What follows belongs to an exercise in optimizing a design on an open flow for small area; a production flow would make more cautious choices.
Where RTL was checked, it was by simulation tests only, not by an equivalence proof against the original.
For run 1, only the layout was checked, not whether the RTL still works.
No activity file was given, so power comes from the tool's default toggle rates.

**flow/config.mk**
```make
export PLATFORM = sky130hd
export DESIGN_NAME = filtro_fir
export DESIGN_NICKNAME = filtro_fir
export VERILOG_FILES = /design/flow/design.v
export SDC_FILE = /design/flow/constraint.sdc
export NUM_CORES = 4
export LEC_CHECK = 0
export CAP_MARGIN = 20
export CORE_MARGIN = 2
export CORE_UTILIZATION = 55
export CTS_BUF_LIST = sky130_fd_sc_hd__clkbuf_2 sky130_fd_sc_hd__clkbuf_4
export CTS_CLUSTER_DIAMETER = 60
export CTS_CLUSTER_SIZE = 20
export SLEW_MARGIN = 20
export SYNTH_HIERARCHICAL = 1
export SYNTH_MINIMUM_KEEP_SIZE = 0
```
**flow/constraint.sdc**
```tcl
create_clock -name core_clock -period 5.5 [get_ports {clk}]
set_input_delay 1.1000 -clock core_clock [delete_from_list [all_inputs] [get_ports {clk}]]
set_output_delay 1.1000 -clock core_clock [all_outputs]
set_load 0.01 [all_outputs]
```
**flow/design.v**
```verilog
module SatTruncFP
  #(
    parameter	NB_XI  	= 20,
    parameter	NBF_XI	= 12,
    parameter	NB_XO	= 8,
    parameter	NBF_XO	= 6
    )
   (
    input [(NB_XI)-1:0]  i_data,
    output [(NB_XO)-1:0] o_data
    );
   localparam	NBI_XI	=	NB_XI	-	NBF_XI;
   localparam	NBI_XO	=	NB_XO	-	NBF_XO;
   wire [NB_XO-1:0] 	 aux_Sat;
   wire [NBF_XO-1:0] 	 aux_trunc;
   wire 		 condicion;
   wire [NB_XO-1:0] 	 resultado1;
   wire [NB_XO-1:0] 	 resultado2;
	generate
	   if (NBF_XI >= NBF_XO)
	     begin
		assign	aux_trunc = i_data[(NBF_XI-1):(NBF_XI - NBF_XO)];
	     end
	   else
	     begin
		assign	aux_trunc = {i_data[NBF_XI-1:0],{(NBF_XO - NBF_XI){1'b0}}};
	     end
	   if (NBI_XI > NBI_XO)
	     begin
		assign	condicion		=	(i_data[(NB_XI-2)-:(NBI_XI-NBI_XO)] == {(NBI_XI-NBI_XO){i_data[NB_XI-1]}});
		assign	resultado1		=	{i_data[(NB_XI-1)],{(NB_XO-1){~i_data[(NB_XI-1)]}}};
		assign	resultado2		=	{i_data[(NB_XI-1)],i_data[NBF_XI +:NBI_XO-1],aux_trunc};
		assign	aux_Sat			=	condicion	?	resultado2	:	resultado1;
	     end
	   else
	     begin
		if (NBI_XO == NBI_XI)
                  assign  aux_Sat = {i_data[(NB_XI-1)-:NBI_XI],aux_trunc};
		else
		  assign  aux_Sat	= {{(NBI_XO - NBI_XI){i_data[NB_XI-1]}},i_data[(NB_XI-1)-:NBI_XI],aux_trunc};
	     end
	endgenerate
   assign	o_data=aux_Sat;
endmodule
module filtro_fir
  #(
    parameter WW_INPUT  = 8,
    parameter WW_OUTPUT = 8
    )
   (
    input                         clk,
    input                         i_en,
    input                         i_srst,
    input  signed [ WW_INPUT-1:0] i_data,
    output signed [WW_OUTPUT-1:0] o_data
    );
  reg  [7:0] d1;  wire [7:0] dn1;
  reg  [7:0] d2;  wire [7:0] dn2;
  reg  [7:0] d3;  wire [7:0] dn3;
  reg  [7:0] d4;  wire [7:0] dn4;
  reg  [7:0] d5;  wire [7:0] dn5;
  reg  [7:0] d6;  wire [7:0] dn6;
  reg  [7:0] d7;  wire [7:0] dn7;
  reg  [7:0] d8;  wire [7:0] dn8;
  reg  [7:0] d9;  wire [7:0] dn9;
  reg  [7:0] d10;  wire [7:0] dn10;
  reg  [7:0] d11;  wire [7:0] dn11;
  reg  [7:0] d12;  wire [7:0] dn12;
  reg  [7:0] d13;  wire [7:0] dn13;
  reg  [7:0] d14;  wire [7:0] dn14;
  wire ld = i_en & ~i_srst;     
  wire hd = ~i_en & ~i_srst;    
  wire hs = ~ld;                
  wire ls = ~hd;                
  wire f266 = ~i_data[0];
  fir_dl_k1 u_dl1_0 (.hs(hs), .ls(ls), .a(f266), .q(d1[0]), .n(dn1[0]));
  wire f267 = ~i_data[1];
  fir_dl_k1 u_dl1_1 (.hs(hs), .ls(ls), .a(f267), .q(d1[1]), .n(dn1[1]));
  wire f268 = ~i_data[2];
  fir_dl_k1 u_dl1_2 (.hs(hs), .ls(ls), .a(f268), .q(d1[2]), .n(dn1[2]));
  wire f269 = ~i_data[3];
  fir_dl_k1 u_dl1_3 (.hs(hs), .ls(ls), .a(f269), .q(d1[3]), .n(dn1[3]));
  wire f270 = ~i_data[4];
  fir_dl_k1 u_dl1_4 (.hs(hs), .ls(ls), .a(f270), .q(d1[4]), .n(dn1[4]));
  wire f271 = ~i_data[5];
  fir_dl_k1 u_dl1_5 (.hs(hs), .ls(ls), .a(f271), .q(d1[5]), .n(dn1[5]));
  wire f272 = ~i_data[6];
  fir_dl_k1 u_dl1_6 (.hs(hs), .ls(ls), .a(f272), .q(d1[6]), .n(dn1[6]));
  fir_dl_k0 u_dl1_7 (.ld(ld), .hd(hd), .a(i_data[7]), .q(d1[7]), .n(dn1[7]));
  fir_dl_k1 u_dl2_0 (.hs(hs), .ls(ls), .a(d1[0]), .q(d2[0]), .n(dn2[0]));
  fir_dl_k1 u_dl2_1 (.hs(hs), .ls(ls), .a(d1[1]), .q(d2[1]), .n(dn2[1]));
  fir_dl_k1 u_dl2_2 (.hs(hs), .ls(ls), .a(d1[2]), .q(d2[2]), .n(dn2[2]));
  fir_dl_k1 u_dl2_3 (.hs(hs), .ls(ls), .a(d1[3]), .q(d2[3]), .n(dn2[3]));
  fir_dl_k1 u_dl2_4 (.hs(hs), .ls(ls), .a(d1[4]), .q(d2[4]), .n(dn2[4]));
  fir_dl_k1 u_dl2_5 (.hs(hs), .ls(ls), .a(d1[5]), .q(d2[5]), .n(dn2[5]));
  fir_dl_k1 u_dl2_6 (.hs(hs), .ls(ls), .a(d1[6]), .q(d2[6]), .n(dn2[6]));
  fir_dl_k0 u_dl2_7 (.ld(ld), .hd(hd), .a(d1[7]), .q(d2[7]), .n(dn2[7]));
  fir_dl_k1 u_dl3_0 (.hs(hs), .ls(ls), .a(d2[0]), .q(d3[0]), .n(dn3[0]));
  fir_dl_k1 u_dl3_1 (.hs(hs), .ls(ls), .a(d2[1]), .q(d3[1]), .n(dn3[1]));
  fir_dl_k1 u_dl3_2 (.hs(hs), .ls(ls), .a(d2[2]), .q(d3[2]), .n(dn3[2]));
  fir_dl_k1 u_dl3_3 (.hs(hs), .ls(ls), .a(d2[3]), .q(d3[3]), .n(dn3[3]));
  fir_dl_k1 u_dl3_4 (.hs(hs), .ls(ls), .a(d2[4]), .q(d3[4]), .n(dn3[4]));
  fir_dl_k1 u_dl3_5 (.hs(hs), .ls(ls), .a(d2[5]), .q(d3[5]), .n(dn3[5]));
  fir_dl_k1 u_dl3_6 (.hs(hs), .ls(ls), .a(d2[6]), .q(d3[6]), .n(dn3[6]));
  fir_dl_k0 u_dl3_7 (.ld(ld), .hd(hd), .a(d2[7]), .q(d3[7]), .n(dn3[7]));
  wire f273 = ~d3[0];
  fir_dl_k0 u_dl4_0 (.ld(ld), .hd(hd), .a(f273), .q(d4[0]), .n(dn4[0]));
  wire f274 = ~d3[1];
  fir_dl_k0 u_dl4_1 (.ld(ld), .hd(hd), .a(f274), .q(d4[1]), .n(dn4[1]));
  wire f275 = ~d3[2];
  fir_dl_k0 u_dl4_2 (.ld(ld), .hd(hd), .a(f275), .q(d4[2]), .n(dn4[2]));
  wire f276 = ~d3[3];
  fir_dl_k0 u_dl4_3 (.ld(ld), .hd(hd), .a(f276), .q(d4[3]), .n(dn4[3]));
  wire f277 = ~d3[4];
  fir_dl_k0 u_dl4_4 (.ld(ld), .hd(hd), .a(f277), .q(d4[4]), .n(dn4[4]));
  wire f278 = ~d3[5];
  fir_dl_k0 u_dl4_5 (.ld(ld), .hd(hd), .a(f278), .q(d4[5]), .n(dn4[5]));
  wire f279 = ~d3[6];
  fir_dl_k0 u_dl4_6 (.ld(ld), .hd(hd), .a(f279), .q(d4[6]), .n(dn4[6]));
  wire f280 = ~d3[7];
  fir_dl_k1 u_dl4_7 (.hs(hs), .ls(ls), .a(f280), .q(d4[7]), .n(dn4[7]));
  fir_dl_k0 u_dl5_0 (.ld(ld), .hd(hd), .a(d4[0]), .q(d5[0]), .n(dn5[0]));
  fir_dl_k0 u_dl5_1 (.ld(ld), .hd(hd), .a(d4[1]), .q(d5[1]), .n(dn5[1]));
  fir_dl_k0 u_dl5_2 (.ld(ld), .hd(hd), .a(d4[2]), .q(d5[2]), .n(dn5[2]));
  fir_dl_k0 u_dl5_3 (.ld(ld), .hd(hd), .a(d4[3]), .q(d5[3]), .n(dn5[3]));
  fir_dl_k0 u_dl5_4 (.ld(ld), .hd(hd), .a(d4[4]), .q(d5[4]), .n(dn5[4]));
  fir_dl_k0 u_dl5_5 (.ld(ld), .hd(hd), .a(d4[5]), .q(d5[5]), .n(dn5[5]));
  fir_dl_k0 u_dl5_6 (.ld(ld), .hd(hd), .a(d4[6]), .q(d5[6]), .n(dn5[6]));
  fir_dl_k1 u_dl5_7 (.hs(hs), .ls(ls), .a(d4[7]), .q(d5[7]), .n(dn5[7]));
  fir_dl_k0 u_dl6_0 (.ld(ld), .hd(hd), .a(d5[0]), .q(d6[0]), .n(dn6[0]));
  fir_dl_k0 u_dl6_1 (.ld(ld), .hd(hd), .a(d5[1]), .q(d6[1]), .n(dn6[1]));
  fir_dl_k0 u_dl6_2 (.ld(ld), .hd(hd), .a(d5[2]), .q(d6[2]), .n(dn6[2]));
  fir_dl_k0 u_dl6_3 (.ld(ld), .hd(hd), .a(d5[3]), .q(d6[3]), .n(dn6[3]));
  fir_dl_k0 u_dl6_4 (.ld(ld), .hd(hd), .a(d5[4]), .q(d6[4]), .n(dn6[4]));
  fir_dl_k0 u_dl6_5 (.ld(ld), .hd(hd), .a(d5[5]), .q(d6[5]), .n(dn6[5]));
  fir_dl_k0 u_dl6_6 (.ld(ld), .hd(hd), .a(d5[6]), .q(d6[6]), .n(dn6[6]));
  fir_dl_k1 u_dl6_7 (.hs(hs), .ls(ls), .a(d5[7]), .q(d6[7]), .n(dn6[7]));
  fir_dl_k0 u_dl7_0 (.ld(ld), .hd(hd), .a(d6[0]), .q(d7[0]), .n(dn7[0]));
  fir_dl_k0 u_dl7_1 (.ld(ld), .hd(hd), .a(d6[1]), .q(d7[1]), .n(dn7[1]));
  fir_dl_k0 u_dl7_2 (.ld(ld), .hd(hd), .a(d6[2]), .q(d7[2]), .n(dn7[2]));
  fir_dl_k0 u_dl7_3 (.ld(ld), .hd(hd), .a(d6[3]), .q(d7[3]), .n(dn7[3]));
  fir_dl_k0 u_dl7_4 (.ld(ld), .hd(hd), .a(d6[4]), .q(d7[4]), .n(dn7[4]));
  fir_dl_k0 u_dl7_5 (.ld(ld), .hd(hd), .a(d6[5]), .q(d7[5]), .n(dn7[5]));
  fir_dl_k0 u_dl7_6 (.ld(ld), .hd(hd), .a(d6[6]), .q(d7[6]), .n(dn7[6]));
  fir_dl_k1 u_dl7_7 (.hs(hs), .ls(ls), .a(d6[7]), .q(d7[7]), .n(dn7[7]));
  fir_dl_k0 u_dl8_0 (.ld(ld), .hd(hd), .a(d7[0]), .q(d8[0]), .n(dn8[0]));
  fir_dl_k0 u_dl8_1 (.ld(ld), .hd(hd), .a(d7[1]), .q(d8[1]), .n(dn8[1]));
  fir_dl_k0 u_dl8_2 (.ld(ld), .hd(hd), .a(d7[2]), .q(d8[2]), .n(dn8[2]));
  fir_dl_k0 u_dl8_3 (.ld(ld), .hd(hd), .a(d7[3]), .q(d8[3]), .n(dn8[3]));
  fir_dl_k0 u_dl8_4 (.ld(ld), .hd(hd), .a(d7[4]), .q(d8[4]), .n(dn8[4]));
  fir_dl_k0 u_dl8_5 (.ld(ld), .hd(hd), .a(d7[5]), .q(d8[5]), .n(dn8[5]));
  fir_dl_k0 u_dl8_6 (.ld(ld), .hd(hd), .a(d7[6]), .q(d8[6]), .n(dn8[6]));
  fir_dl_k1 u_dl8_7 (.hs(hs), .ls(ls), .a(d7[7]), .q(d8[7]), .n(dn8[7]));
  fir_dl_k0 u_dl9_0 (.ld(ld), .hd(hd), .a(d8[0]), .q(d9[0]), .n(dn9[0]));
  fir_dl_k0 u_dl9_1 (.ld(ld), .hd(hd), .a(d8[1]), .q(d9[1]), .n(dn9[1]));
  fir_dl_k0 u_dl9_2 (.ld(ld), .hd(hd), .a(d8[2]), .q(d9[2]), .n(dn9[2]));
  fir_dl_k0 u_dl9_3 (.ld(ld), .hd(hd), .a(d8[3]), .q(d9[3]), .n(dn9[3]));
  fir_dl_k0 u_dl9_4 (.ld(ld), .hd(hd), .a(d8[4]), .q(d9[4]), .n(dn9[4]));
  fir_dl_k0 u_dl9_5 (.ld(ld), .hd(hd), .a(d8[5]), .q(d9[5]), .n(dn9[5]));
  fir_dl_k0 u_dl9_6 (.ld(ld), .hd(hd), .a(d8[6]), .q(d9[6]), .n(dn9[6]));
  fir_dl_k1 u_dl9_7 (.hs(hs), .ls(ls), .a(d8[7]), .q(d9[7]), .n(dn9[7]));
  fir_dl_k0 u_dl10_0 (.ld(ld), .hd(hd), .a(d9[0]), .q(d10[0]), .n(dn10[0]));
  fir_dl_k0 u_dl10_1 (.ld(ld), .hd(hd), .a(d9[1]), .q(d10[1]), .n(dn10[1]));
  fir_dl_k0 u_dl10_2 (.ld(ld), .hd(hd), .a(d9[2]), .q(d10[2]), .n(dn10[2]));
  fir_dl_k0 u_dl10_3 (.ld(ld), .hd(hd), .a(d9[3]), .q(d10[3]), .n(dn10[3]));
  fir_dl_k0 u_dl10_4 (.ld(ld), .hd(hd), .a(d9[4]), .q(d10[4]), .n(dn10[4]));
  fir_dl_k0 u_dl10_5 (.ld(ld), .hd(hd), .a(d9[5]), .q(d10[5]), .n(dn10[5]));
  fir_dl_k0 u_dl10_6 (.ld(ld), .hd(hd), .a(d9[6]), .q(d10[6]), .n(dn10[6]));
  fir_dl_k1 u_dl10_7 (.hs(hs), .ls(ls), .a(d9[7]), .q(d10[7]), .n(dn10[7]));
  fir_dl_k0 u_dl11_0 (.ld(ld), .hd(hd), .a(d10[0]), .q(d11[0]), .n(dn11[0]));
  fir_dl_k0 u_dl11_1 (.ld(ld), .hd(hd), .a(d10[1]), .q(d11[1]), .n(dn11[1]));
  fir_dl_k0 u_dl11_2 (.ld(ld), .hd(hd), .a(d10[2]), .q(d11[2]), .n(dn11[2]));
  fir_dl_k0 u_dl11_3 (.ld(ld), .hd(hd), .a(d10[3]), .q(d11[3]), .n(dn11[3]));
  fir_dl_k0 u_dl11_4 (.ld(ld), .hd(hd), .a(d10[4]), .q(d11[4]), .n(dn11[4]));
  fir_dl_k0 u_dl11_5 (.ld(ld), .hd(hd), .a(d10[5]), .q(d11[5]), .n(dn11[5]));
  fir_dl_k0 u_dl11_6 (.ld(ld), .hd(hd), .a(d10[6]), .q(d11[6]), .n(dn11[6]));
  fir_dl_k1 u_dl11_7 (.hs(hs), .ls(ls), .a(d10[7]), .q(d11[7]), .n(dn11[7]));
  wire f281 = ~d11[0];
  fir_dl_k1 u_dl12_0 (.hs(hs), .ls(ls), .a(f281), .q(d12[0]), .n(dn12[0]));
  wire f282 = ~d11[1];
  fir_dl_k1 u_dl12_1 (.hs(hs), .ls(ls), .a(f282), .q(d12[1]), .n(dn12[1]));
  wire f283 = ~d11[2];
  fir_dl_k1 u_dl12_2 (.hs(hs), .ls(ls), .a(f283), .q(d12[2]), .n(dn12[2]));
  wire f284 = ~d11[3];
  fir_dl_k1 u_dl12_3 (.hs(hs), .ls(ls), .a(f284), .q(d12[3]), .n(dn12[3]));
  wire f285 = ~d11[4];
  fir_dl_k1 u_dl12_4 (.hs(hs), .ls(ls), .a(f285), .q(d12[4]), .n(dn12[4]));
  wire f286 = ~d11[5];
  fir_dl_k1 u_dl12_5 (.hs(hs), .ls(ls), .a(f286), .q(d12[5]), .n(dn12[5]));
  wire f287 = ~d11[6];
  fir_dl_k1 u_dl12_6 (.hs(hs), .ls(ls), .a(f287), .q(d12[6]), .n(dn12[6]));
  wire f288 = ~d11[7];
  fir_dl_k0 u_dl12_7 (.ld(ld), .hd(hd), .a(f288), .q(d12[7]), .n(dn12[7]));
  fir_dl_k1 u_dl13_0 (.hs(hs), .ls(ls), .a(d12[0]), .q(d13[0]), .n(dn13[0]));
  fir_dl_k1 u_dl13_1 (.hs(hs), .ls(ls), .a(d12[1]), .q(d13[1]), .n(dn13[1]));
  fir_dl_k1 u_dl13_2 (.hs(hs), .ls(ls), .a(d12[2]), .q(d13[2]), .n(dn13[2]));
  fir_dl_k1 u_dl13_3 (.hs(hs), .ls(ls), .a(d12[3]), .q(d13[3]), .n(dn13[3]));
  fir_dl_k1 u_dl13_4 (.hs(hs), .ls(ls), .a(d12[4]), .q(d13[4]), .n(dn13[4]));
  fir_dl_k1 u_dl13_5 (.hs(hs), .ls(ls), .a(d12[5]), .q(d13[5]), .n(dn13[5]));
  fir_dl_k1 u_dl13_6 (.hs(hs), .ls(ls), .a(d12[6]), .q(d13[6]), .n(dn13[6]));
  fir_dl_k0 u_dl13_7 (.ld(ld), .hd(hd), .a(d12[7]), .q(d13[7]), .n(dn13[7]));
  fir_dl_k1 u_dl14_0 (.hs(hs), .ls(ls), .a(d13[0]), .q(d14[0]), .n(dn14[0]));
  fir_dl_k1 u_dl14_1 (.hs(hs), .ls(ls), .a(d13[1]), .q(d14[1]), .n(dn14[1]));
  fir_dl_k1 u_dl14_2 (.hs(hs), .ls(ls), .a(d13[2]), .q(d14[2]), .n(dn14[2]));
  fir_dl_k1 u_dl14_3 (.hs(hs), .ls(ls), .a(d13[3]), .q(d14[3]), .n(dn14[3]));
  fir_dl_k1 u_dl14_4 (.hs(hs), .ls(ls), .a(d13[4]), .q(d14[4]), .n(dn14[4]));
  fir_dl_k1 u_dl14_5 (.hs(hs), .ls(ls), .a(d13[5]), .q(d14[5]), .n(dn14[5]));
  fir_dl_k1 u_dl14_6 (.hs(hs), .ls(ls), .a(d13[6]), .q(d14[6]), .n(dn14[6]));
  fir_dl_k0 u_dl14_7 (.ld(ld), .hd(hd), .a(d13[7]), .q(d14[7]), .n(dn14[7]));
  always @(posedge clk) begin
    d1 <= dn1;
    d2 <= dn2;
    d3 <= dn3;
    d4 <= dn4;
    d5 <= dn5;
    d6 <= dn6;
    d7 <= dn7;
    d8 <= dn8;
    d9 <= dn9;
    d10 <= dn10;
    d11 <= dn11;
    d12 <= dn12;
    d13 <= dn13;
    d14 <= dn14;
  end
  wire s1, c2;
  fir_ha u_s1 (.a(d4[0]), .b(d10[0]), .s(s1), .co(c2));
  wire s3, c4;
  fir_fa u_s3 (.a(d4[1]), .b(d10[1]), .c(c2), .s(s3), .co(c4));
  wire s5, c6;
  fir_fa u_s5 (.a(d4[2]), .b(d10[2]), .c(c4), .s(s5), .co(c6));
  wire s7, c8;
  fir_fa u_s7 (.a(d4[3]), .b(d10[3]), .c(c6), .s(s7), .co(c8));
  wire s9, c10;
  fir_fa u_s9 (.a(d4[4]), .b(d10[4]), .c(c8), .s(s9), .co(c10));
  wire s11, c12;
  fir_fa u_s11 (.a(d4[5]), .b(d10[5]), .c(c10), .s(s11), .co(c12));
  wire s13, c14;
  fir_fa u_s13 (.a(d4[6]), .b(d10[6]), .c(c12), .s(s13), .co(c14));
  wire s15, c16;
  fir_fa u_s15 (.a(d4[7]), .b(d10[7]), .c(c14), .s(s15), .co(c16));
  wire s17, c18;
  fir_ha u_s17 (.a(d6[0]), .b(d8[0]), .s(s17), .co(c18));
  wire s19, c20;
  fir_fa u_s19 (.a(d6[1]), .b(d8[1]), .c(c18), .s(s19), .co(c20));
  wire s21, c22;
  fir_fa u_s21 (.a(d6[2]), .b(d8[2]), .c(c20), .s(s21), .co(c22));
  wire s23, c24;
  fir_fa u_s23 (.a(d6[3]), .b(d8[3]), .c(c22), .s(s23), .co(c24));
  wire s25, c26;
  fir_fa u_s25 (.a(d6[4]), .b(d8[4]), .c(c24), .s(s25), .co(c26));
  wire s27, c28;
  fir_fa u_s27 (.a(d6[5]), .b(d8[5]), .c(c26), .s(s27), .co(c28));
  wire s29, c30;
  fir_fa u_s29 (.a(d6[6]), .b(d8[6]), .c(c28), .s(s29), .co(c30));
  wire s31, c32;
  fir_fa u_s31 (.a(d6[7]), .b(d8[7]), .c(c30), .s(s31), .co(c32));
  wire i33 = ~s17;
  wire s34, c35;
  fir_ha u_s34 (.a(s1), .b(i33), .s(s34), .co(c35));
  wire i36 = ~s19;
  wire s37, c38;
  fir_fa u_s37 (.a(s3), .b(i36), .c(c35), .s(s37), .co(c38));
  wire i39 = ~s21;
  wire s40, c41;
  fir_fa u_s40 (.a(s5), .b(i39), .c(c38), .s(s40), .co(c41));
  wire i42 = ~s23;
  wire s43, c44;
  fir_fa u_s43 (.a(s7), .b(i42), .c(c41), .s(s43), .co(c44));
  wire i45 = ~s25;
  wire s46, c47;
  fir_fa u_s46 (.a(s9), .b(i45), .c(c44), .s(s46), .co(c47));
  wire i48 = ~s27;
  wire s49, c50;
  fir_fa u_s49 (.a(s11), .b(i48), .c(c47), .s(s49), .co(c50));
  wire i51 = ~s29;
  wire s52, c53;
  fir_fa u_s52 (.a(s13), .b(i51), .c(c50), .s(s52), .co(c53));
  wire i54 = ~s31;
  wire s55, c56;
  fir_fa u_s55 (.a(s15), .b(i54), .c(c53), .s(s55), .co(c56));
  wire i57 = ~c32;
  wire s58, c59;
  fir_fa u_s58 (.a(c16), .b(i57), .c(c56), .s(s58), .co(c59));
  wire s60, c61;
  fir_fa u_s60 (.a(d12[0]), .b(d13[0]), .c(d14[0]), .s(s60), .co(c61));
  wire s62, c63;
  fir_xnor u_s62 (.a(d1[0]), .b(d2[0]), .y(s62));
  fir_or u_c63 (.a(d1[0]), .b(d2[0]), .y(c63));
  wire s64, c65;
  fir_fa u_s64 (.a(s62), .b(s60), .c(s34), .s(s64), .co(c65));
  wire s66, c67;
  fir_fa u_s66 (.a(d12[1]), .b(d13[1]), .c(d14[1]), .s(s66), .co(c67));
  wire s68, c69;
  fir_fa u_s68 (.a(d1[1]), .b(d2[1]), .c(c63), .s(s68), .co(c69));
  wire s70, c71;
  fir_fa u_s70 (.a(c61), .b(s66), .c(s34), .s(s70), .co(c71));
  wire s72, c73;
  fir_fa u_s72 (.a(s68), .b(c65), .c(s70), .s(s72), .co(c73));
  wire i74 = ~i_data[1];
  wire s75, c76;
  fir_fa u_s75 (.a(i74), .b(s37), .c(s72), .s(s75), .co(c76));
  wire s77, c78;
  fir_fa u_s77 (.a(d12[2]), .b(d13[2]), .c(d14[2]), .s(s77), .co(c78));
  wire s79, c80;
  fir_fa u_s79 (.a(d1[2]), .b(d2[2]), .c(c67), .s(s79), .co(c80));
  wire s81, c82;
  fir_fa u_s81 (.a(s77), .b(c69), .c(s79), .s(s81), .co(c82));
  wire s83, c84;
  fir_fa u_s83 (.a(c71), .b(s81), .c(s37), .s(s83), .co(c84));
  wire s85, c86;
  fir_fa u_s85 (.a(c73), .b(s40), .c(s83), .s(s85), .co(c86));
  wire i87 = ~i_data[2];
  wire s88, c89;
  fir_fa u_s88 (.a(i87), .b(c76), .c(s85), .s(s88), .co(c89));
  wire s90, c91;
  fir_fa u_s90 (.a(d12[3]), .b(d13[3]), .c(d14[3]), .s(s90), .co(c91));
  wire s92, c93;
  fir_fa u_s92 (.a(d1[3]), .b(d2[3]), .c(d5[0]), .s(s92), .co(c93));
  wire s94, c95;
  fir_fa u_s94 (.a(d9[0]), .b(c78), .c(s90), .s(s94), .co(c95));
  wire s96, c97;
  fir_fa u_s96 (.a(s92), .b(c80), .c(s94), .s(s96), .co(c97));
  wire i98 = ~c82;
  wire s99, c100;
  fir_ha u_s99 (.a(i_data[3]), .b(i98), .s(s99), .co(c100));
  wire s101, c102;
  fir_fa u_s101 (.a(s96), .b(c84), .c(s40), .s(s101), .co(c102));
  wire s103, c104;
  fir_fa u_s103 (.a(s43), .b(c86), .c(s101), .s(s103), .co(c104));
  wire i105 = ~s99;
  wire s106, c107;
  fir_fa u_s106 (.a(i105), .b(c89), .c(s103), .s(s106), .co(c107));
  wire s108, c109;
  fir_fa u_s108 (.a(d12[4]), .b(d13[4]), .c(d14[4]), .s(s108), .co(c109));
  wire s110, c111;
  fir_fa u_s110 (.a(d1[4]), .b(d2[4]), .c(d5[1]), .s(s110), .co(c111));
  wire s112, c113;
  fir_fa u_s112 (.a(d7[0]), .b(d9[1]), .c(s17), .s(s112), .co(c113));
  wire s114, c115;
  fir_fa u_s114 (.a(c91), .b(c93), .c(s108), .s(s114), .co(c115));
  wire s116, c117;
  fir_fa u_s116 (.a(s110), .b(s112), .c(c95), .s(s116), .co(c117));
  wire s118, c119;
  fir_fa u_s118 (.a(s114), .b(c97), .c(s116), .s(s118), .co(c119));
  wire s120, c121;
  fir_fa u_s120 (.a(s118), .b(c102), .c(s43), .s(s120), .co(c121));
  wire s122, c123;
  fir_fa u_s122 (.a(s46), .b(c104), .c(s120), .s(s122), .co(c123));
  wire i124 = ~c107;
  wire s125, c126;
  fir_fa u_s125 (.a(i_data[4]), .b(c100), .c(i124), .s(s125), .co(c126));
  wire s127, c128;
  fir_fa u_s127 (.a(d12[5]), .b(d13[5]), .c(d14[5]), .s(s127), .co(c128));
  wire s129, c130;
  fir_fa u_s129 (.a(d1[5]), .b(d2[5]), .c(d5[2]), .s(s129), .co(c130));
  wire s131, c132;
  fir_fa u_s131 (.a(d7[1]), .b(d9[2]), .c(c109), .s(s131), .co(c132));
  wire s133, c134;
  fir_fa u_s133 (.a(c111), .b(s127), .c(s129), .s(s133), .co(c134));
  wire s135, c136;
  fir_fa u_s135 (.a(c113), .b(s19), .c(c115), .s(s135), .co(c136));
  wire s137, c138;
  fir_fa u_s137 (.a(s131), .b(s133), .c(c117), .s(s137), .co(c138));
  wire s139, c140;
  fir_fa u_s139 (.a(s135), .b(c119), .c(s137), .s(s139), .co(c140));
  wire s141, c142;
  fir_fa u_s141 (.a(s139), .b(c121), .c(s46), .s(s141), .co(c142));
  wire s143, c144;
  fir_fa u_s143 (.a(s49), .b(c123), .c(s141), .s(s143), .co(c144));
  wire i145 = ~s143;
  wire s146, c147;
  fir_fa u_s146 (.a(i_data[5]), .b(i145), .c(c126), .s(s146), .co(c147));
  wire s148, c149;
  fir_fa u_s148 (.a(d12[6]), .b(d13[6]), .c(d14[6]), .s(s148), .co(c149));
  wire s150, c151;
  fir_fa u_s150 (.a(d1[6]), .b(d2[6]), .c(d5[3]), .s(s150), .co(c151));
  wire s152, c153;
  fir_fa u_s152 (.a(d7[2]), .b(d9[3]), .c(c128), .s(s152), .co(c153));
  wire s154, c155;
  fir_fa u_s154 (.a(c130), .b(s148), .c(s150), .s(s154), .co(c155));
  wire s156, c157;
  fir_fa u_s156 (.a(c132), .b(c134), .c(s152), .s(s156), .co(c157));
  wire s158, c159;
  fir_fa u_s158 (.a(s154), .b(s21), .c(c136), .s(s158), .co(c159));
  wire s160, c161;
  fir_fa u_s160 (.a(s156), .b(c138), .c(s158), .s(s160), .co(c161));
  wire i162 = ~i_data[6];
  wire s163, c164;
  fir_fa u_s163 (.a(i162), .b(c140), .c(s160), .s(s163), .co(c164));
  wire s165, c166;
  fir_fa u_s165 (.a(s163), .b(c142), .c(s49), .s(s165), .co(c166));
  wire s167, c168;
  fir_fa u_s167 (.a(s52), .b(c144), .c(s165), .s(s167), .co(c168));
  wire s169, c170;
  fir_fa u_s169 (.a(d12[7]), .b(d13[7]), .c(d14[7]), .s(s169), .co(c170));
  wire s171, c172;
  fir_fa u_s171 (.a(d1[7]), .b(d2[7]), .c(d5[4]), .s(s171), .co(c172));
  wire s173, c174;
  fir_fa u_s173 (.a(d7[3]), .b(d9[4]), .c(c149), .s(s173), .co(c174));
  wire s175, c176;
  fir_fa u_s175 (.a(c151), .b(s169), .c(s171), .s(s175), .co(c176));
  wire s177, c178;
  fir_fa u_s177 (.a(c153), .b(c155), .c(s173), .s(s177), .co(c178));
  wire s179, c180;
  fir_fa u_s179 (.a(s175), .b(i_data[7]), .c(c157), .s(s179), .co(c180));
  wire s181, c182;
  fir_fa u_s181 (.a(s177), .b(s23), .c(c159), .s(s181), .co(c182));
  wire s183, c184;
  fir_fa u_s183 (.a(s179), .b(c161), .c(s181), .s(s183), .co(c184));
  wire s185, c186;
  fir_fa u_s185 (.a(c164), .b(s183), .c(c166), .s(s185), .co(c186));
  wire s187, c188;
  fir_fa u_s187 (.a(s52), .b(s55), .c(c168), .s(s187), .co(c188));
  wire s189, c190;
  fir_fa u_s189 (.a(d5[5]), .b(d7[4]), .c(d9[5]), .s(s189), .co(c190));
  wire s191, c192;
  fir_fa u_s191 (.a(c170), .b(c172), .c(s189), .s(s191), .co(c192));
  wire s193, c194;
  fir_fa u_s193 (.a(c174), .b(c176), .c(s191), .s(s193), .co(c194));
  wire s195, c196;
  fir_fa u_s195 (.a(c178), .b(s193), .c(c180), .s(s195), .co(c196));
  wire s197, c198;
  fir_fa u_s197 (.a(s25), .b(c182), .c(s195), .s(s197), .co(c198));
  wire s199, c200;
  fir_xnor u_s199 (.a(c184), .b(s197), .y(s199));
  fir_or u_c200 (.a(c184), .b(s197), .y(c200));
  wire s201, c202;
  fir_fa u_s201 (.a(s199), .b(c186), .c(s55), .s(s201), .co(c202));
  wire s203, c204;
  fir_ha u_s203 (.a(s58), .b(c188), .s(s203), .co(c204));
  wire s205, c206;
  fir_fa u_s205 (.a(d5[6]), .b(d7[5]), .c(d9[6]), .s(s205), .co(c206));
  wire s207, c208;
  fir_xnor u_s207 (.a(c190), .b(s205), .y(s207));
  fir_or u_c208 (.a(c190), .b(s205), .y(c208));
  wire s209, c210;
  fir_fa u_s209 (.a(s207), .b(c192), .c(c194), .s(s209), .co(c210));
  wire s211, c212;
  fir_fa u_s211 (.a(s209), .b(c196), .c(s27), .s(s211), .co(c212));
  wire s213, c214;
  fir_fa u_s213 (.a(c198), .b(s211), .c(c200), .s(s213), .co(c214));
  wire s215, c216;
  fir_fa u_s215 (.a(s213), .b(c59), .c(c202), .s(s215), .co(c216));
  wire s217, c218;
  fir_fa u_s217 (.a(d5[7]), .b(d7[6]), .c(d9[7]), .s(s217), .co(c218));
  wire s219, c220;
  fir_xnor u_s219 (.a(c206), .b(s217), .y(s219));
  fir_or u_c220 (.a(c206), .b(s217), .y(c220));
  wire s221, c222;
  fir_fa u_s221 (.a(c208), .b(s219), .c(c210), .s(s221), .co(c222));
  wire s223, c224;
  fir_fa u_s223 (.a(s221), .b(c212), .c(s29), .s(s223), .co(c224));
  wire s225, c226;
  fir_fa u_s225 (.a(s223), .b(c214), .c(c59), .s(s225), .co(c226));
  wire s227, c228;
  fir_fa u_s227 (.a(d7[7]), .b(c218), .c(c220), .s(s227), .co(c228));
  wire s229, c230;
  fir_fa u_s229 (.a(s227), .b(c222), .c(c224), .s(s229), .co(c230));
  wire s231, c232;
  fir_ha u_s231 (.a(s31), .b(s229), .s(s231), .co(c232));
  wire s233, c234;
  fir_xnor u_s233 (.a(c228), .b(c32), .y(s233));
  fir_or u_c234 (.a(c228), .b(c32), .y(c234));
  wire s235, c236;
  fir_fa u_s235 (.a(s233), .b(c230), .c(c232), .s(s235), .co(c236));
  wire c237 = ~i_data[0] & s64;
  wire c238 = s75 & c237;
  wire c239 = s88 & c238;
  wire c240 = s106 & c239;
  wire c241;
  fir_maj u_c241 (.a(s122), .b(~s125), .c(c240), .y(c241));
  wire c242 = ~s146 & c241;
  reg  r1r0_6;
  reg  r1r1_6;
  reg  r1r0_7;
  reg  r1r1_7;
  reg  r1r0_8;
  reg  r1r1_8;
  reg  r1r0_9;
  reg  r1r1_9;
  reg  r1r2_9;
  reg  r1r0_10;
  reg  r1r1_10;
  reg  r1r0_11;
  reg  r1r1_11;
  reg  r1r0_12;
  reg  r1r0_13;
  reg  r1r1_13;
  reg  r1c;
  always @(posedge clk) begin
    r1r0_6 <= s167;
    r1r1_6 <= ~c147;
    r1r0_7 <= s185;
    r1r1_7 <= s187;
    r1r0_8 <= s201;
    r1r1_8 <= s203;
    r1r0_9 <= s58;
    r1r1_9 <= c204;
    r1r2_9 <= s215;
    r1r0_10 <= c216;
    r1r1_10 <= s225;
    r1r0_11 <= s231;
    r1r1_11 <= c226;
    r1r0_12 <= s235;
    r1r0_13 <= c234;
    r1r1_13 <= c236;
    r1c <= c242;
  end
  wire s243, c244;
  fir_fa u_s243 (.a(r1r0_6), .b(r1r1_6), .c(r1c), .s(s243), .co(c244));
  wire s245, c246;
  fir_fa u_s245 (.a(r1r0_7), .b(r1r1_7), .c(c244), .s(s245), .co(c246));
  wire s247, c248;
  fir_fa u_s247 (.a(r1r0_8), .b(r1r1_8), .c(c246), .s(s247), .co(c248));
  wire s249, c250;
  fir_fa u_s249 (.a(r1r0_9), .b(r1r1_9), .c(r1r2_9), .s(s249), .co(c250));
  wire s251, c252;
  fir_ha u_s251 (.a(c248), .b(s249), .s(s251), .co(c252));
  wire s253, c254;
  fir_fa u_s253 (.a(r1r0_10), .b(r1r1_10), .c(c250), .s(s253), .co(c254));
  wire s255, c256;
  fir_ha u_s255 (.a(c252), .b(s253), .s(s255), .co(c256));
  wire s257, c258;
  fir_fa u_s257 (.a(r1r0_11), .b(r1r1_11), .c(c254), .s(s257), .co(c258));
  wire s259, c260;
  fir_ha u_s259 (.a(c256), .b(s257), .s(s259), .co(c260));
  wire s261, c262;
  fir_fa u_s261 (.a(r1r0_12), .b(c258), .c(c260), .s(s261), .co(c262));
  wire s263, c264;
  fir_fa u_s263 (.a(r1r0_13), .b(r1r1_13), .c(c262), .s(s263), .co(c264));
  wire i265 = ~c264;
  wire [8:0] q = {i265, s263, s261, s259, s255, s251, s247, s245, s243};
  wire [7:0] sat;
  SatTruncFP #(.NB_XI(9), .NBF_XI(6), .NB_XO(8), .NBF_XO(6))
    u_sat (.i_data(q), .o_data(sat));
  reg  [7:0] r2, r3;
  always @(posedge clk) begin
    r2 <= sat;
    r3 <= r2;
  end
  assign o_data = r3;
endmodule
module fir_fa (input a, input b, input c, output s, output co);
  assign s  = a ^ b ^ c;
  assign co = (a & b) | (c & (a ^ b));
endmodule
module fir_ha (input a, input b, output s, output co);
  assign s  = a ^ b;
  assign co = a & b;
endmodule
module fir_maj (input a, input b, input c, output y);
  assign y = (a & b) | (c & (a | b));
endmodule
module fir_xnor (input a, input b, output y);
  assign y = ~(a ^ b);
endmodule
module fir_or (input a, input b, output y);
  assign y = a | b;
endmodule
module fir_dl_k0 (input ld, input hd, input a, input q, output n);   
  assign n = (ld & a) | (hd & q);
endmodule
module fir_dl_k1 (input hs, input ls, input a, input q, output n);   
  assign n = (a | hs) & (q | ls);
endmodule
```
**flow/flow/run.sh**
```bash
#!/bin/bash
# Layout flow: the standard flow (standard.sh, unchanged synthesis), with two
# changes to how the layout is built:
#  - clock tree synthesis without dummy loads (clock buffers clkbuf_2/clkbuf_4),
#  - port buffers of the smallest buffer cell.
# Each tool's output goes to standard.log here (ORFS's own logs are under orfs/logs).
set -euo pipefail
bash standard.sh \
  CTS_ARGS="-sink_clustering_enable -repair_clock_nets -dont_use_dummy_load -sink_clustering_size 20 -sink_clustering_max_diameter 60 -buf_list {sky130_fd_sc_hd__clkbuf_2 sky130_fd_sc_hd__clkbuf_4}" \
  BUFFER_PORTS_ARGS="-buffer_cell sky130_fd_sc_hd__buf_1" \
  finish > standard.log 2>&1
```
**flow/standard.sh**
```bash
#!/bin/bash
# synth_recipe.tcl (not shown) runs the flow's synth.tcl, then flattens the netlist and writes it again
# the make line also repeats each setting of config.mk as NAME=value (left out here)
make -C /OpenROAD-flow-scripts/flow DESIGN_CONFIG=/design/flow/config.mk WORK_HOME=/design/flow/orfs CLKGATE_MAP_FILE= SYNTH_SCRIPT=/design/flow/synth_recipe.tcl "${@:-finish}"
```
==> reports/results.ini, run 1 <==
[route]
postRouteWirelength_um = 10960
drt_iter0_markers = 154
via_count = 3550
dr.pass1.iters = 15
ant_nets = 0
wire_per_inst_um = 17.37
drc = 0
viasPerCell = 5.626

[pwr]
power.total_mw = 2.152
powerDensity_nw_per_um2 = 310.9
p_leak_nw = 2.657
vdd_drop_max_uv = 145.3

[sta]
clock_skew_ns = 0.03263
finalSetupTns_ns = 0
setup_violations = 0
holdWs_ns = 0.3214
setup_slack_ns = 0.2531
rsz0062_at_grt = false
min_period_over_period = 0.9540
final-max-slew-violation-count = 0
finalCriticalPeriod_ns = 5.247
hold_viol_final = 0
tightest_slew_ns = 0.6564
slew-limit-headroom = 0.5624
fmax_ghz = 0.1906

[final_layout]
diodes = 0
layout-area-overhead-vs-synth_pct = 6.099
fin_cells = 631
drive_gt1_frac = 0.04918
nNetsFinal = 617
seq_area_um2 = 2903
multiInputGateArea_um2 = 3456
fin_area_um2 = 6922
final_cell_mix = 145 x dfxtp_1, 107 x fa_1, 62 x a22o_1, 50 x o22a_1, 39 x inv_1
fin_util = 0.6010
mostFrequentLayoutCell = dfxtp_1
n_fill_cell = 966

[outcome]
status = no timing/DRC/antenna violations

[die]
num_rows = 39
die-width_um = 112.9
initial_core_util = 0.5665
ios = 19
die_h_um = 112.9
dieArea_um2 = 12750
core_um2 = 11520

[clocking]
clock_latency_ns = 0.53
clockBufferDepth = 2
cts_resized = 0
root_buffer = clkbuf_4
cts_hold_buffers = 0
clkTransAtPathRegs_ns = 0.11
cts.sinks = 145
cts_made_buffers = 17
post_cts_buffers = 0
cts_tree = done
htreeDepth = 4

[worst_setup_path]
critPathArrivalTime_ns = 5.65
startpoint_type = register
cp_max_fo = 3
worst-setup-path-type = reg -> reg
end_kind = register
worstPathRequired_ns = 5.90

[place]
dpl.hpwl_um = 8201
dp.cells = 613
io_buffer_count = 18
place_worst_setup_slack_ns = 0.2306
routabilityCongestion = 0.7543
place_area_um2 = 6761

[grt]
grtUsageTotal = 0.1979
grt_pass1_vias = 3878
grt_max_degree = 63
grt_pass1_wl_um = 19070
overflow = 0
grt_antenna_before_repair = 0

[synth]
syn_area_per_cell_um2 = 14.40
seq_area_frac_synth = 0.4450
synth_cell_types = 21
yosys_warnings = 7
synth-seq-cells = 145
synth_area_um2 = 6524
synth.net_count = 580
syn_inst = 453

[run]
maxCapViolations = 0

[worst_hold_path]
hold_class = reg -> reg

final timing paths:
| check | startpoint | end | slack, ns | depth (start not counted) |
|---|---|---|---|---|
| min | r2[3]$_DFF_P_ | r3[3]$_DFF_P_ | 0.32 | 0 |
| max reg2reg | d12[1]$_DFF_P_ | r1r2_9$_DFF_P_ | 0.25 | 11 |
| min reg2reg | r2[3]$_DFF_P_ | r3[3]$_DFF_P_ | 0.32 | 0 |
| max | d12[1]$_DFF_P_ | r1r2_9$_DFF_P_ | 0.25 | 11 |
modules after synthesis (local to each module, per instance), a selection:
module	cell area (um2)	cells inside
fir_xnor	8.758	1
fir_maj	11.26	1
fir_dl_k0	8.758	1
fir_ha	12.51	1
filtro_fir	3095	191
fir_or	6.256	1
fir_fa	20.02	1
fir_dl_k1	8.758	1
cell type report:
cell class | count | area share
Clock buffer | 17 | 0.01844
Sequential cell | 145 | 0.4194
Tap cell | 143 | 0.02585
Inverter | 41 | 0.02223
Timing Repair Buffer | 20 | 0.01482
Multi-Input combinational cell | 265 | 0.4993
layer usage:
metal | share of wire | global-route usage | vias to the layer above
met3 | 0.034 | 0.04767 | 20
met4 | 0.021 | 0.09187 | 0
li1 | - | - | 1655
met2 | 0.49 | 0.3092 | 64
met5 | 0 | 0 | -
met1 | 0.46 | 0.2650 | 1811
critical path: stages, from the launching register on:
cell and delay, ns:
dfxtp_1 0.35, fa_1 0.43, fa_1 0.52, fa_1 0.45, fa_1 0.43, fa_1 0.42
fa_1 0.43, fa_1 0.43, fa_1 0.41, fa_1 0.40, fa_1 0.42, fa_1 0.44
cell usage after synthesis:
master,instances,area [um2]
nand2_1,7,26.28
buf_6,1,11.26
inv_1,40,150.1
o21ai_1,3,15.01
o21ai_0,4,20.02
nand3_1,1,5.000
buf_4,1,7.510
xnor2_1,5,43.79
or2_1,5,31.28
ha_1,9,112.6
inv_2,1,3.750
nor3b_2,1,12.51
dfxtp_1,145,2903
a22o_1,62,543.0
o22a_1,50,437.9
or2_4,1,8.760
fa_1,107,2142
maj3_2,1,11.26
nand2b_1,1,6.260
nor2_1,7,26.28
nor2b_1,1,6.260
where the power goes:
part           switching (mW)  total [mW]  internal [mW]
Clock                   0.303       0.444          0.141
Sequential             0.0394        1.20           1.16
Combinational           0.283       0.507          0.224
sequential cells by signal, indices dropped and copies added (netlist names), 8 cells and up:
signal  flops
d10         8
d11         8
d4          8
r2          8
r3          8
d2          8
d5          8
d7          8
d3          8
d6          8
d8          8
d14         8
d13         8
d9          8
d12         8
d1          8
kinds of logic (layout without fill, tap and decap cells):
logic type / after synthesis / count (layout) / share of synthesized area
AOI/OAI and AO/OA: 119 / 119 / 0.1557
xor gates and xnor gates: 5 / 5 / 0.006712
adders and majority gates: 117 / 117 / 0.3473
buffers and inverters: 43 / 78 / 0.02647
DFF: 145 / 145 / 0.4450
and+or+nand+nor: 24 / 24 / 0.01880
==> inputs of run 2 (changes only) <==
--- a/flow/design.v
+++ b/flow/design.v
@@ -428,7 +428,7 @@
   wire s201, c202;
   fir_fa u_s201 (.a(s199), .b(c186), .c(s55), .s(s201), .co(c202));
   wire s203, c204;
-  fir_ha u_s203 (.a(s58), .b(c188), .s(s203), .co(c204));
+  fir_fa u_s203 (.a(s58), .b(c188), .c(s201), .s(s203), .co(c204));
   wire s205, c206;
   fir_fa u_s205 (.a(d5[6]), .b(d7[5]), .c(d9[6]), .s(s205), .co(c206));
   wire s207, c208;
@@ -476,7 +476,6 @@
   reg  r1r0_7;
   reg  r1r1_7;
   reg  r1r0_8;
-  reg  r1r1_8;
   reg  r1r0_9;
   reg  r1r1_9;
   reg  r1r2_9;
@@ -493,8 +492,7 @@
     r1r1_6 <= ~c147;
     r1r0_7 <= s185;
     r1r1_7 <= s187;
-    r1r0_8 <= s201;
-    r1r1_8 <= s203;
+    r1r0_8 <= s203;
     r1r0_9 <= s58;
     r1r1_9 <= c204;
     r1r2_9 <= s215;
@@ -512,7 +510,7 @@
   wire s245, c246;
   fir_fa u_s245 (.a(r1r0_7), .b(r1r1_7), .c(c244), .s(s245), .co(c246));
   wire s247, c248;
-  fir_fa u_s247 (.a(r1r0_8), .b(r1r1_8), .c(c246), .s(s247), .co(c248));
+  fir_ha u_s247 (.a(r1r0_8), .b(c246), .s(s247), .co(c248));
   wire s249, c250;
   fir_fa u_s249 (.a(r1r0_9), .b(r1r1_9), .c(r1r2_9), .s(s249), .co(c250));
   wire s251, c252;
--- a/flow/config.mk
+++ b/flow/config.mk
@@ -7,7 +7,7 @@
 export LEC_CHECK = 0
 export CAP_MARGIN = 20
 export CORE_MARGIN = 2
-export CORE_UTILIZATION = 55
+export CORE_UTILIZATION = 70
 export CTS_BUF_LIST = sky130_fd_sc_hd__clkbuf_2 sky130_fd_sc_hd__clkbuf_4
 export CTS_CLUSTER_DIAMETER = 60
 export CTS_CLUSTER_SIZE = 20
==> run 2 against run 1 <==
- still clean on timing, DRC and antenna
- power down 0.22%
- cell area shrank 1.2%
- count of clock-buffer cells in the layout stayed put
- core utilization increased by 15 points
- first-iteration DRC count is 15% lower
- sequential power hardly changed
- clock skew about the same
- sequential share of layout area rose by 0.21 points
- die area decreased by 21%
- combinational power about the same
- largest cell class unchanged
==> reports/results.ini, run 2 <==
[pwr]
vdd_drop_max_uv = 197.7
seqPwrFrac = 0.556
powerDensity_nw_per_um2 = 314.0
swShare = 0.2931
p_leak_nw = 2.635
power.share.combinational = 0.236
p_int_mw = 1.518
p_clk_frac = 0.208
p_switching_mw = 0.6293

[grt]
grt_pass1_vias = 3811
grt_pass1_wl_um = 18890
grtUsageTotal = 0.2490
overflow = 0
grt_antenna_before_repair = 0
grt_max_degree = 63

[place]
dpl.hpwl_um = 8110
place_worst_setup_slack_ns = 0.1098
routabilityCongestion = 0.7743
io_buffer_count = 18

[worst_hold_path]
min_from = r2[3]$_DFF_P_
min_path_cells = 0
hold_class = reg -> reg

[die]
core_um2 = 9109
ios = 19
dieArea_um2 = 10080
num_rows = 35
die-width_um = 100.4
die_h_um = 100.4
initial_core_util = 0.7140

[clocking]
clock_latency_ns = 0.49
cts_hold_buffers = 0
root_buffer = clkbuf_4
cts_resized = 0
cts_tree = done
clockBufferDepth = 2
htreeDepth = 4
cts.sinks = 144
post_cts_buffers = 0
clkTransAtPathRegs_ns = 0.12
cts_made_buffers = 17

[synth]
syn_area_per_cell_um2 = 14.39
synth.net_count = 579
synth_common_cells = 144 x dfxtp_1, 107 x fa_1, 62 x a22o_1, 50 x o22a_1, 40 x inv_1
yosys_warnings = 7
synth_top_family_by_area = adder cells
async_flop_share = 0
syn_inst = 452
synth_ff_type = dfxtp_1
yosysMostFrequentCell = dfxtp_1
synth_xor_area_frac = 0.006733
synthMuxAreaShare = 0
seq_area_frac_synth = 0.4432
synth_area_um2 = 6504
synthSimpleGateAreaFrac = 0.01885
synth_top_area_frac = 0.4432
synth_top_cell_by_area = dfxtp_1
synth_cell_types = 21
synthTopCellsByArea = dfxtp_1 44%, fa_1 33%, a22o_1 8.3%, o22a_1 6.7%, inv_1 2.3%
synth-seq-cells = 144
synth_compound_area_frac = 0.1562
synth-edff-count = 0
synth_fa_ha_area_frac = 0.3484

[sta]
fmax_ghz = 0.1887
rsz0062_at_grt = false
min_period_over_period = 0.9635
tightest_slew_ns = 1.075
slew-limit-headroom = 0.2824
setup_slack_ns = 0.2006
finalSetupTns_ns = 0
final-max-slew-violation-count = 0
hold_viol_final = 0
setup_violations = 0
clock_skew_ns = 0.03263
finalCriticalPeriod_ns = 5.299

[run]
maxCapViolations = 0

[worst_setup_path]
worstPathRequired_ns = 5.86
worst-setup-path-type = reg -> reg
reg2reg_slack_ns = 0.20
end_kind = register
r2r_cells = 11
critPathArrivalTime_ns = 5.66
regToRegEndpoint = r1r0_8$_DFF_P_
cp_max_fo = 3
endpoint = r1r0_8$_DFF_P_
regToRegStartpoint = d12[1]$_DFF_P_
crit_start = d12[1]$_DFF_P_
startpoint_type = register

[route]
ant_nets = 0
drt_iter0_markers = 131
drc = 0
viasPerCell = 5.873
postRouteWirelength_um = 11130
wire_per_inst_um = 18.65
dr.pass1.iters = 4
via_count = 3506

[final_layout]
final_cell_mix = 144 x dfxtp_1, 105 x fa_1, 62 x a22o_1, 50 x o22a_1, 39 x inv_1
drive_gt1_frac = 0.05144
layout-area-overhead-vs-synth_pct = 5.156
mostFrequentLayoutCell = dfxtp_1
diodes = 0
n_fill_cell = 632
nNetsFinal = 615

[outcome]
status = no timing/DRC/antenna violations

-- run 2: cell families (layout without fill, tap and decap cells) --
family                   count (synthesis)  after routing
flip-flops                             144            144
XOR/XNOR                                 5              5
adder cells (fa/ha/maj)                117            117
buffers and inverters                   43             77
AND/OR/NAND/NOR                         24             24
AO/OA/AOI/OAI                          119            119
-- run 2: per-module statistics from Yosys, one instance, submodules excluded, a selection --
module / cells inside / copies in the design / cell area (um2)
fir_xnor: 1 / 5 / 8.758
fir_ha: 1 / 9 / 12.51
fir_or: 1 / 5 / 6.256
fir_maj: 1 / 1 / 11.26
filtro_fir: 190 / 1 / 3075
fir_dl_k1: 1 / 50 / 8.758
fir_dl_k0: 1 / 62 / 8.758
fir_fa: 1 / 107 / 20.02
-- run 2: worst max-delay path, stage by stage (launching register included) --
cell and delay, ns:
dfxtp_1 0.35, fa_1 0.44, fa_1 0.51, fa_1 0.45, fa_2 0.39, fa_1 0.49
fa_1 0.42, fa_1 0.43, fa_1 0.43, fa_1 0.42, fa_1 0.41, fa_1 0.47
-- run 2: layer usage --
metal | part of all wire | vias to the layer above | GRT usage
li1 | - | 1649 | -
met2 | 0.51 | 65 | 0.4228
met4 | 0.0082 | 0 | 0.05796
met3 | 0.038 | 8 | 0.05501
met1 | 0.45 | 1784 | 0.3324
met5 | 0 | - | 0
-- run 2: stage by stage --
stage | std cells | cell area (um2) | hold WS [ns] | power [mW] | util
after floorplan | 452 | 6504 | 0.3096 | 1.616 | -
after global placement | 580 | 6701 | 0.3109 | 1.706 | 0.7357
after detailed placement | 580 | 6701 | 0.3157 | 1.733 | 0.7357
after CTS | 597 | 6829 | 0.3177 | 2.174 | 0.7497
after global routing | 597 | 6839 | 0.3201 | 2.306 | 0.7508
final | 597 | 6839 | 0.3193 | 2.147 | 0.7508
-- run 2: final cells by class --
| cell class | instances | area (um2) | share of cell area |
|---|---|---|---|
| Multi-Input combinational cell | 265 | 3461 | 0.5060 |
| Clock buffer | 17 | 127.6 | 0.01866 |
| Sequential cell | 144 | 2883 | 0.4215 |
| Timing Repair Buffer | 19 | 75.07 | 0.01098 |
| Tap cell | 111 | 138.9 | 0.02031 |
| Inverter | 41 | 153.9 | 0.02250 |
-- run 2: worst min path at each step --
stage,slack (ns),endpoint
detailed placement,0.32,r3[1]$_DFF_P_
CTS,0.32,r3[3]$_DFF_P_
global route,0.32,r3[3]$_DFF_P_
finish,0.32,r3[3]$_DFF_P_
global placement,0.31,r3[7]$_DFF_P_
floorplan,0.31,r3[0]$_DFF_P_
-- run 2: power groups by stage --
stage | Sequential (mW) | Combinational, mW | Clock [mW]
finish | 1.19 | 0.507 | 0.446
global route | 1.20 | 0.603 | 0.498
CTS | 1.20 | 0.517 | 0.461
detailed placement | 1.22 | 0.512 | 0
global placement | 1.21 | 0.492 | 0
floorplan | 1.23 | 0.388 | 0
==> inputs of run 3 (changes only) <==
--- a/flow/config.mk
+++ b/flow/config.mk
@@ -7,7 +7,7 @@
 export LEC_CHECK = 0
 export CAP_MARGIN = 20
 export CORE_MARGIN = 2
-export CORE_UTILIZATION = 70
+export CORE_UTILIZATION = 45
 export CTS_BUF_LIST = sky130_fd_sc_hd__clkbuf_2 sky130_fd_sc_hd__clkbuf_4
 export CTS_CLUSTER_DIAMETER = 60
 export CTS_CLUSTER_SIZE = 20
==> run 3 against run 2 <==
- still clean on timing, DRC and antenna
- clock power rose by 2%
- global-route usage fell by 8.3 points
- combinational power rose by 0.8%
- count of clock-buffer cells in the layout did not move
- core utilization fell by 26 points
- non-clock buffer count did not move
- highest routed layer unchanged
==> reports/results.ini, run 3 <==
[sta]
hold_viol_final = 0
fmax_ghz = 0.1893
finalCriticalPeriod_ns = 5.283
setup_violations = 0
final-max-slew-violation-count = 0
slew-limit-headroom = 0.3975
tightest_slew_ns = 0.9037
rsz0062_at_grt = false
finalSetupTns_ns = 0
setup_slack_ns = 0.2166
clock_skew_ns = 0.02620
min_period_over_period = 0.9606

[synth]
synth_top_area_frac = 0.4432
async_flop_share = 0
synth_common_cells = 144 x dfxtp_1, 107 x fa_1, 62 x a22o_1, 50 x o22a_1, 40 x inv_1
synth_area_um2 = 6504
yosys_warnings = 7
synth_ff_type = dfxtp_1
synthTopCellsByArea = dfxtp_1 44%, fa_1 33%, a22o_1 8.3%, o22a_1 6.7%, inv_1 2.3%
syn_inst = 452
synth_top_cell_by_area = dfxtp_1
synth-seq-cells = 144
syn_area_per_cell_um2 = 14.39
synth-edff-count = 0
yosysMostFrequentCell = dfxtp_1
synth_cell_types = 21
seq_area_frac_synth = 0.4432
synth.net_count = 579

[die]
initial_core_util = 0.4649
core_um2 = 13990
die_h_um = 124.2
die-width_um = 124.2
ios = 19
num_rows = 43
dieArea_um2 = 15430

[final_layout]
nNetsFinal = 615
seq_area_um2 = 2883
final_cell_mix = 144 x dfxtp_1, 103 x fa_1, 62 x a22o_1, 50 x o22a_1, 39 x inv_1
layout-area-overhead-vs-synth_pct = 6.599
mostFrequentLayoutCell = dfxtp_1
n_fill_cell = 1227
fin_cells = 668
drive_gt1_frac = 0.05761
multiInputGateArea_um2 = 3461

[clocking]
htreeDepth = 4
root_buffer = clkbuf_4
post_cts_buffers = 0
clkTransAtPathRegs_ns = 0.10
clock_latency_ns = 0.53
cts.sinks = 144
cts_made_buffers = 17
cts_tree = done
clockBufferDepth = 2

[worst_setup_path]
path_buf_inv = 0
slowest_delay_ns = 0.54
crit_top_cell = fa_1
startpoint_type = register
worst-setup-path-type = reg -> reg
reg2reg_slack_ns = 0.22
regToRegStartpoint = d12[1]$_DFF_P_
crit_start = d12[1]$_DFF_P_
slowest_stage = fa_1
critPathArrivalTime_ns = 5.68
end_kind = register
path_cells = fa_1 > fa_1 > fa_1 > fa_2 > fa_1 > fa_1 > fa_2 > fa_1 > fa_1 > fa_1 > fa_1
path_delay_family = adder cells
cp_max_fo = 3
worstPathRequired_ns = 5.90

[pwr]
power.total_mw = 2.159
p_leak_nw = 2.633
vdd_drop_max_uv = 178.1
powerDensity_nw_per_um2 = 311.5

[route]
postRouteWirelength_um = 11450
dr.pass1.iters = 4
viasPerCell = 5.250
via_count = 3507
wire_per_inst_um = 17.14
drt_iter0_markers = 199
drc = 0
ant_nets = 0

[place]
routabilityCongestion = 0.8000
dp.cells = 649
place_worst_setup_slack_ns = 0.1211
io_buffer_count = 18
dpl.hpwl_um = 8471

[outcome]
status = no timing/DRC/antenna violations

[run]
maxCapViolations = 0

[grt]
grt_antenna_before_repair = 1
grt_pass1_wl_um = 19750
overflow = 0
grt_max_degree = 63
grt_pass1_vias = 3770
grtUsageTotal = 0.1658

[worst_hold_path]
hold_class = reg -> reg
min_from = r2[2]$_DFF_P_

[run 3: changes by cell type in the layout (fill, tap and decap cells not counted)]
cell / change
inv_2: -1
clkinv_1: -1
diode_2: +2
fa_2: +2
nand2b_4: -1
fa_1: -2
clkinv_2: +2
nand2b_2: +1
[run 3: Yosys stat by module (local to each module, per instance), a selection]
module,cell area [um2],cells inside,times used,flip-flops and latches
fir_ha,12.51,1,9,0
fir_dl_k0,8.758,1,62,0
fir_xnor,8.758,1,5,0
fir_dl_k1,8.758,1,50,0
filtro_fir,3075,190,1,144
fir_maj,11.26,1,1,0
fir_or,6.256,1,5,0
fir_fa,20.02,1,107,0
[run 3: metal layers]
layer | part of all wire | vias up | track usage
met5 | 0 | - | 0
met4 | 0.013 | 0 | 0.04957
met3 | 0.034 | 7 | 0.05250
met2 | 0.51 | 47 | 0.2690
met1 | 0.45 | 1811 | 0.2141
li1 | - | 1642 | -
[run 3: layout make-up]
type,count,share of cell area
sequential,144,0.4158
inverter,41,0.02256
clock buffer,17,0.01841
multi-input combinational,265,0.4992
antenna,2,0.0007219
tap,180,0.03249
timing repair buffer,19,0.01083
[run 3: worst paths after layout]
check | to | cells after the start
max reg2reg | r1r0_8$_DFF_P_ | 11
min | r3[2]$_DFF_P_ | 0
max | r1r0_8$_DFF_P_ | 11
min reg2reg | r3[2]$_DFF_P_ | 0
[run 3: metrics by stage]
stage | hold WS, ns | cell area, um2 | util
after floorplan | 0.3096 | 6504 | -
after global placement | 0.3107 | 6788 | 0.4852
after detailed placement | 0.3121 | 6788 | 0.4852
after CTS | 0.3391 | 6915 | 0.4944
after global routing | 0.3440 | 6933 | 0.4956
final | 0.3353 | 6933 | 0.4956
[run 3: timing repair]
item / in CTS / in global routing
resized for setup: 0 / 4
setup endpoints to repair: 0 / 1
hold buffers: 0 / 0
[run 3: cell families (layout without fill, tap and decap cells)]
logic type / after synthesis / in the layout / synth area share
flops: 144 / 144 / 0.4432
buf+inv: 43 / 77 / 0.02655
compound gates: 119 / 119 / 0.1562
fa+ha+maj: 117 / 117 / 0.3484
simple gates: 24 / 24 / 0.01886
other cells: 0 / 2 / 0
xor+xnor: 5 / 5 / 0.006733
[run 3: worst reg2reg max path, cell delays in order (launching register included)]
cell and delay [ns]:
dfxtp_1 0.36, fa_1 0.44, fa_1 0.47, fa_1 0.51, fa_2 0.39, fa_1 0.42, fa_1 0.44, fa_2 0.39
fa_1 0.41, fa_1 0.39, fa_1 0.54, fa_1 0.41
[run 3: power breakdown]
part / internal [mW] / switching [mW]
logic: 0.221 / 0.290
registers: 1.15 / 0.0397
clock network: 0.141 / 0.313
total: 1.52 / 0.642
==> inputs of run 4 (changes only) <==
--- a/flow/config.mk
+++ b/flow/config.mk
@@ -7,7 +7,7 @@
 export LEC_CHECK = 0
 export CAP_MARGIN = 20
 export CORE_MARGIN = 2
-export CORE_UTILIZATION = 45
+export CORE_UTILIZATION = 55
 export CTS_BUF_LIST = sky130_fd_sc_hd__clkbuf_2 sky130_fd_sc_hd__clkbuf_4
 export CTS_CLUSTER_DIAMETER = 60
 export CTS_CLUSTER_SIZE = 20
==> run 4 against run 3 <==
- via count up 0.23%
- sequential cell count unchanged
- core utilization increased by 10 points
- synthesized cell count did not move
- critical path type unchanged
==> reports/results.ini, run 4 <==
[route]
viasPerCell = 5.588
drt_iter0_markers = 164
dr.pass1.iters = 4
ant_nets = 0
drc = 0
via_count = 3515
wire_per_inst_um = 17.60
postRouteWirelength_um = 11070

[synth]
yosys_warnings = 7
yosysMostFrequentCell = dfxtp_1
synth-edff-count = 0
synth_cell_types = 21
syn_inst = 452
synth.net_count = 579
synth_top_area_frac = 0.4432
synth_area_um2 = 6504
async_flop_share = 0
syn_area_per_cell_um2 = 14.39
seq_area_frac_synth = 0.4432
synth_common_cells = 144 x dfxtp_1, 107 x fa_1, 62 x a22o_1, 50 x o22a_1, 40 x inv_1
synth_top_cell_by_area = dfxtp_1
synth_ff_type = dfxtp_1
synthTopCellsByArea = dfxtp_1 44%, fa_1 33%, a22o_1 8.3%, o22a_1 6.7%, inv_1 2.3%
synth-seq-cells = 144

[sta]
rsz0062_at_grt = false
tightest_slew_ns = 0.8573
finalSetupTns_ns = 0
clock_skew_ns = 0.02432
min_period_over_period = 0.9701
finalCriticalPeriod_ns = 5.336
setup_violations = 0
final-max-slew-violation-count = 0
hold_viol_final = 0
fmax_ghz = 0.1874
holdWs_ns = 0.3204
slew-limit-headroom = 0.4278

[clocking]
root_buffer = clkbuf_4
clock_latency_ns = 0.54
post_cts_buffers = 0
cts_hold_buffers = 0
htreeDepth = 4
cts_tree = done
cts.sinks = 144
cts_made_buffers = 17
cts_resized = 0
clockBufferDepth = 2
clkTransAtPathRegs_ns = 0.10

[worst_setup_path]
critPathArrivalTime_ns = 5.74
worst-setup-path-type = reg -> reg
regToRegEndpoint = r1r0_8$_DFF_P_
r2r_cells = 11
end_kind = register
regToRegStartpoint = d12[1]$_DFF_P_
cp_max_fo = 3
startpoint_type = register
reg2reg_slack_ns = 0.16
worstPathRequired_ns = 5.91

[final_layout]
nNetsFinal = 615
final_cell_mix = 144 x dfxtp_1, 107 x fa_1, 62 x a22o_1, 50 x o22a_1, 39 x inv_1
seq_area_um2 = 2883
multiInputGateArea_um2 = 3456
drive_gt1_frac = 0.04733
diodes = 0
n_fill_cell = 910
layout-area-overhead-vs-synth_pct = 5.714
mostFrequentLayoutCell = dfxtp_1

[place]
dpl.hpwl_um = 8068
io_buffer_count = 18
routabilityCongestion = 0.7648

[die]
ios = 19
core_um2 = 11470
die_h_um = 112.7
num_rows = 39
dieArea_um2 = 12710
initial_core_util = 0.5672
die-width_um = 112.7

[pwr]
powerDensity_nw_per_um2 = 310.4
p_leak_nw = 2.633
vdd_drop_max_uv = 284.4

[outcome]
status = no timing/DRC/antenna violations

[worst_hold_path]
hold_class = reg -> reg
min_from = r2[6]$_DFF_P_
min_path_cells = 0
hold_path_end = r3[6]$_DFF_P_

[grt]
grt_antenna_before_repair = 0
grt_pass1_wl_um = 18720
grt_pass1_vias = 3698
grtUsageTotal = 0.1956
grt_max_degree = 63
overflow = 0

[run]
maxCapViolations = 0

[run 4: cell counts after synthesis]
Identical to the previous run, type by type.
[run 4: stage by stage]
| step | cells | power (mW) | util | instance area [um2] | setup WS [ns] |
|---|---|---|---|---|---|
| after CTS | 629 | 2.178 | 0.5990 | 6869 | 0.1392 |
| after floorplan | 452 | 1.616 | - | 6504 | 0.3095 |
| after global routing | 629 | 2.300 | 0.5996 | 6875 | 0.009012 |
| after global placement | 612 | 1.719 | 0.5879 | 6741 | 0.2254 |
| after detailed placement | 612 | 1.728 | 0.5879 | 6741 | 0.1623 |
| final | 629 | 2.134 | 0.5996 | 6875 | 0.1643 |
[run 4: power breakdown]
group,leakage [nW],switching [mW],total (mW),internal [mW]
Sequential,1.17,0.0379,1.19,1.15
Clock,0.0782,0.308,0.449,0.141
Combinational,1.38,0.276,0.493,0.217
[run 4: per-module statistics from Yosys (local to each module, per instance), excerpt]
| module | flops+latches | cell area [um2] | copies in the design | cells |
|---|---|---|---|---|
| fir_fa | 0 | 20.02 | 107 | 1 |
| fir_xnor | 0 | 8.758 | 5 | 1 |
| fir_ha | 0 | 12.51 | 9 | 1 |
| fir_or | 0 | 6.256 | 5 | 1 |
| fir_dl_k1 | 0 | 8.758 | 50 | 1 |
| filtro_fir | 144 | 3075 | 1 | 190 |
| fir_dl_k0 | 0 | 8.758 | 62 | 1 |
| fir_maj | 0 | 11.26 | 1 | 1 |
[run 4: area by class of cell]
class,count,share of cell area
inverters,41,0.02257
clock buffers,17,0.01856
repair buffers,19,0.01092
multi-input cells,265,0.5026
well taps,143,0.02602
flip-flops and latches,144,0.4193
[run 4: how the worst max path moves through the flow]
stage | from | cells after the start | end
2_1_floorplan | d12[1]$_DFF_P_ | 11 | r1r0_8$_DFF_P_
3_3_place_gp | d12[1]$_DFF_P_ | 11 | r1r0_8$_DFF_P_
3_5_place_dp | d12[1]$_DFF_P_ | 11 | r1r0_8$_DFF_P_
4_1_cts | d12[1]$_DFF_P_ | 11 | r1r0_8$_DFF_P_
5_1_grt | d12[1]$_DFF_P_ | 11 | r1r0_8$_DFF_P_
6_report | d12[1]$_DFF_P_ | 11 | r1r0_8$_DFF_P_
[run 4: layer usage]
layer  routed length (um)  track usage  vias up
li1                     -            -     1648
met2                 5340       0.3062       57
met3                  408      0.05624        6
met4                   92      0.06098        0
met1                 5229       0.2682     1804
met5                    0            0        -
[run 4: cell families after synthesis]
| group | count (synthesis) | share of synthesized area |
|---|---|---|
| flops | 144 | 0.4432 |
| xor+xnor | 5 | 0.006733 |
| compound gates | 119 | 0.1562 |
| buf+inv | 43 | 0.02655 |
| fa+ha+maj | 117 | 0.3484 |
| simple gates | 24 | 0.01886 |
[run 4: critical path, cell delays in order, from the launching register on]
cell,delay (ns)
dfxtp_1,0.35
fa_1,0.44
fa_1,0.52
fa_1,0.45
fa_1,0.43
fa_1,0.43
fa_1,0.42
fa_1,0.43
fa_1,0.42
fa_1,0.39
fa_1,0.53
fa_1,0.41

-- what the ideal ports hide --
No port has a modelled driver above. Below, the same layouts with a new extraction and two added sets of constraints.
Step 1 sets driving cells, clkbuf_16 on the clock port and buf_2 on the other inputs (assumed; they add their load-dependent delay and slew).
Step 2 moves the port delays by t, midway between the first and last clock arrival at a register: inputs arrive t later, outputs are due t later. That takes back most of the time a late clock gives input paths.
a / b / c = no drivers / after step 1 / after step 2; a / b = the first two.
| run | t (ns) | slack for setup (ns) | slew at the worst register clock pin (ns) |
|---|---|---|---|
| run 1 | 0.551 | 0.253 / 0.253 / 0.253 | 0.12 / 0.12 |
| run 2 | 0.510 | 0.201 / 0.201 / 0.201 | 0.12 / 0.12 |
| run 3 | 0.557 | 0.217 / 0.217 / 0.217 | 0.11 / 0.11 |
| run 4 | 0.556 | 0.164 / 0.164 / 0.164 | 0.11 / 0.11 |
After both steps every run listed still meets setup and hold.
